Background: an optimization exercise with open tools, aiming at small area and a short achievable clock period. Do not read the settings as production practice.
At most, simulation tests tie the RTL to the original design; equivalence was not proved.
Power figures rest on the tool's default switching activity, not on a simulated workload.

Setup of the baseline:
==> module rate_divider, before the edit <==
module rate_divider(
    input  logic clk,
    input  logic rst,
    input  logic speed_up,
    input  logic speed_down,
    input  logic speed_reset,
    output logic newclock
);
localparam logic [15:0] SAT = 16'hFFFF;
logic [15:0] mA, mP;
logic [31:0] d;
logic        rc;
logic [15:0] WA, WP;
function automatic logic gt16(input logic [15:0] a, input logic [15:0] c);
    logic g;
    g = 1'b0;
    for (int i = 0; i < 16; i++) g = c[i] ? (a[i] & g) : (a[i] | g);
    gt16 = g;
endfunction
function automatic logic gt17(input logic [16:0] a, input logic [16:0] c);
    logic g;
    g = 1'b0;
    for (int i = 0; i < 17; i++) g = c[i] ? (a[i] & g) : (a[i] | g);
    gt17 = g;
endfunction
logic [15:0] mP_inc, mP_dec;
logic [16:0] ci, cd;
always_comb begin
    ci[0] = 1'b1;
    cd[0] = 1'b1;
    for (int i = 0; i < 16; i++) begin
        mP_inc[i] = mP[i] ^ ci[i];
        mP_dec[i] = mP[i] ^ cd[i];
        ci[i+1] = ci[i] & mP[i];
        cd[i+1] = cd[i] & ~mP[i];
    end
end
logic [15:0] mA_n;
always_comb
    if (speed_reset)     mA_n = 16'd22;
    else if (speed_up)   mA_n = mP_inc;
    else if (speed_down) mA_n = mP_dec;
    else                 mA_n = mP;
logic [31:0] e;
logic [32:0] ce;
always_comb begin
    ce[0] = 1'b1;
    for (int i = 0; i < 32; i++) begin
        e[i] = d[i] ^ ce[i];
        ce[i+1] = ce[i] & d[i];
    end
end
wire dmax = ce[32];
wire ebig = |e[31:16];
wire [15:0] VA_s;
wire        VA_c;
rca #(16) addVA (.a(WA), .b(mA), .ci(1'b0), .s(VA_s), .co(VA_c));
wire [16:0] VA = {VA_c, VA_s};                           
wire        mA_gt25k = gt16(mA, 16'd25000);
wire        mA_gt50k = gt16(mA, 16'd50000);
wire        mP_gt50k = gt16(mP, 16'd50000);
wire        E1 = dmax ? mA_gt25k
                      : (~mA_gt50k & ~ebig & ~gt16(WA, 16'd25000) & gt17(VA, 17'd25000));
wire        E2 = dmax | (~mA_gt50k & (ebig | gt17(VA, 17'd50000)));
wire [15:0] B_s;
wire        B_c;
rca #(16) addB (.a(WP), .b(mP), .ci(1'b0), .s(B_s), .co(B_c));
wire [16:0] B = {B_c, B_s};                              
wire [16:0] Gp_s, Gm_s;
wire        Gp_c, Gm_c;
rca #(17) addGp (.a(B), .b({1'b0, e[15:0]}), .ci(1'b1), .s(Gp_s), .co(Gp_c));   
rca #(17) addGm (.a(B), .b({1'b1, ~e[15:0]}), .ci(1'b0), .s(Gm_s), .co(Gm_c));   
logic [12:0] x;
logic [12:0] cx;
always_comb begin
    cx[0] = 1'b1;
    for (int i = 0; i < 12; i++) begin
        x[i] = e[i] ^ cx[i];
        cx[i+1] = cx[i] & e[i];
    end
    x[12] = cx[12];
end
wire [13:0] x3_s;
wire        x3_c;
rca #(14) add3x (.a({1'b0, x}), .b({x, 1'b0}), .ci(1'b0), .s(x3_s), .co(x3_c));
wire [12:0] x11_s;
wire        x11_c;
rca #(13) add11x (.a({x3_c, x3_s[13:3]}), .b(x), .ci(1'b0), .s(x11_s), .co(x11_c));
wire [16:0] x11 = {x11_c, x11_s, x3_s[2:0]};             
wire [15:0] W_rc  = mA_n[15] ? SAT : {mA_n[14:0], 1'b0};
wire [15:0] W_sr  = ((|e[31:12]) | x11[16] | x11[15]) ? SAT : {x11[14:0], 1'b0};
wire        big   = mP_gt50k | ebig;
wire [15:0] W_up  = (big | Gp_c | Gp_s[16]) ? SAT : Gp_s[15:0];
wire [15:0] W_dn  = (big | Gm_s[16]) ? SAT : Gm_s[15:0];
wire [15:0] W_hd  = (big | B_c) ? SAT : B_s;
wire [15:0] WA_n  = rc ? W_rc
                  : ({16{speed_reset}} & W_sr)
                  | ({16{~speed_reset & speed_up}} & W_up)
                  | ({16{~speed_reset & ~speed_up & speed_down}} & W_dn)
                  | ({16{~speed_reset & ~speed_up & ~speed_down}} & W_hd);
always_ff @(posedge clk, posedge rst)
    if (rst) begin
        mA <= 16'd22;
        mP <= 16'd22;
        d  <= 32'd0;
        rc <= 1'b0;
        newclock <= 1'b0;
        WA <= 16'd22;
        WP <= 16'd22;
    end else begin
        mA <= mA_n;
        mP <= mA;
        d  <= rc ? 32'd1 : e;
        WA <= WA_n;
        WP <= rc ? (mA[15] ? SAT : {mA[14:0], 1'b0}) : (VA_c ? SAT : VA_s);
        if (E1) begin
            newclock <= 1'b1;
            rc <= 1'b0;
        end else if (E2) begin
            newclock <= 1'b0;
            rc <= 1'b1;
        end else begin
            rc <= 1'b0;
        end
    end
endmodule
export LEC_CHECK = 0
export CAP_MARGIN = 20
export CORE_MARGIN = 2
export CORE_UTILIZATION = 40
export CTS_BUF_LIST = sky130_fd_sc_hd__clkbuf_8
export SETUP_SLACK_MARGIN = 5
export SLEW_MARGIN = 20
create_clock -name core_clock -period 100.0 [get_ports {clk}]
standard.sh (not shown) runs the stock make flow with config.mk's settings and CLKGATE_MAP_FILE= SYNTH_SCRIPT=/design/flow/synth_recipe.tcl, a recipe that flattens the netlist after the stock synthesis.
==> flow/flow/run.sh <==
#!/bin/bash
# The standard layout, with the port buffers made from the smallest
# buffer cell (buf_1) instead of the one buffer_ports picks by itself.
set -euo pipefail
export BUFFER_PORTS_ARGS="-buffer_cell sky130_fd_sc_hd__buf_1"
bash standard.sh finish > standard_flow.log 2>&1
[inputs] the candidate vs the baseline
--- a/flow/design.v
+++ b/flow/design.v
@@ -7,11 +7,12 @@
     input  logic speed_reset,
     output logic newclock
 );
 localparam logic [15:0] SAT = 16'hFFFF;
 logic [15:0] mA, mP;
-logic [31:0] d;
+logic [15:0] d;        
+logic        hi;       
 logic        rc;
 logic [15:0] WA, WP;
 function automatic logic gt16(input logic [15:0] a, input logic [15:0] c);
     logic g;
     g = 1'b0;
@@ -40,17 +41,18 @@
 always_comb
     if (speed_reset)     mA_n = 16'd22;
     else if (speed_up)   mA_n = mP_inc;
     else if (speed_down) mA_n = mP_dec;
     else                 mA_n = mP;
+wire [15:0] d_hi = hi ? WP : 16'd0;
 logic [31:0] e;
 logic [32:0] ce;
 always_comb begin
     ce[0] = 1'b1;
     for (int i = 0; i < 32; i++) begin
-        e[i] = d[i] ^ ce[i];
-        ce[i+1] = ce[i] & d[i];
+        e[i] = (i < 16 ? d[i % 16] : d_hi[i % 16]) ^ ce[i];
+        ce[i+1] = ce[i] & (i < 16 ? d[i % 16] : d_hi[i % 16]);
     end
 end
 wire dmax = ce[32];
 wire ebig = |e[31:16];
 wire [15:0] VA_s;
@@ -101,21 +103,23 @@
                   | ({16{~speed_reset & ~speed_up & ~speed_down}} & W_hd);
 always_ff @(posedge clk, posedge rst)
     if (rst) begin
         mA <= 16'd22;
         mP <= 16'd22;
-        d  <= 32'd0;
+        d  <= 16'd0;
+        hi <= 1'b0;
         rc <= 1'b0;
         newclock <= 1'b0;
         WA <= 16'd22;
         WP <= 16'd22;
     end else begin
         mA <= mA_n;
         mP <= mA;
-        d  <= rc ? 32'd1 : e;
+        d  <= rc ? 16'd1 : e[15:0];
+        hi <= ~rc & ebig;
         WA <= WA_n;
-        WP <= rc ? (mA[15] ? SAT : {mA[14:0], 1'b0}) : (VA_c ? SAT : VA_s);
+        WP <= rc ? (mA[15] ? SAT : {mA[14:0], 1'b0}) : ebig ? e[31:16] : (VA_c ? SAT : VA_s);
         if (E1) begin
             newclock <= 1'b1;
             rc <= 1'b0;
         end else if (E2) begin
             newclock <= 1'b0;
- The candidate | status: complete | timing, DRC, antenna: pass
- Area of all sequential standard cells: the candidate vs the baseline down 8.9%
- In the tables for the baseline and the candidate, data required time at the worst endpoint reads lower with the candidate.
- Measured against each other, the baseline and the candidate differ in total number of clock tree sinks, the lower figure coming from the candidate.
- From the baseline to the candidate the numbers moved as follows: sequential share of layout area dropped 2.4 points; leakage dissipation dropped 0.12 nW; power dissipated by switching net loads dropped 2.8%.
The RTL of the candidate was laid out without a check of its function.

-- static timing again, ports no longer ideal --
Ports are ideal in the flow. The routed layouts listed here were re-timed in OpenROAD.
Step 1 (the two cells are an assumption about what drives the block):
set clk [get_ports {clk}]
set_driving_cell -lib_cell sky130_fd_sc_hd__clkbuf_16 $clk
set_driving_cell -lib_cell sky130_fd_sc_hd__buf_2 [delete_from_list [all_inputs] $clk]
Step 2 times the ports against the registers' clock, not the clock port: input delays grow and output delays shrink by t, the midpoint of the rising clock arrivals with the driver on.
Slacks: no drivers / after step 1 / after step 2; pairs: no drivers / after step 1.
| run | shift t [ns] | setup WS [ns] | hold WS [ns] | worst setup path after step 2 | worst slew at a driven data input, ns |
|---|---|---|---|---|---|
| the baseline | 0.518 | 77.699 / 77.721 / 77.203 | 0.388 / 0.388 / 0.388 | input to register | 0.04 |
| the candidate | 0.498 | 77.800 / 77.821 / 77.323 | 0.397 / 0.397 / 0.397 | input to register | 0.03 |
After both steps every run listed still meets setup and hold. For the baseline, which loses most, drivers alone change the setup slack by +0.022 ns; drivers and shift together by -0.496 ns.
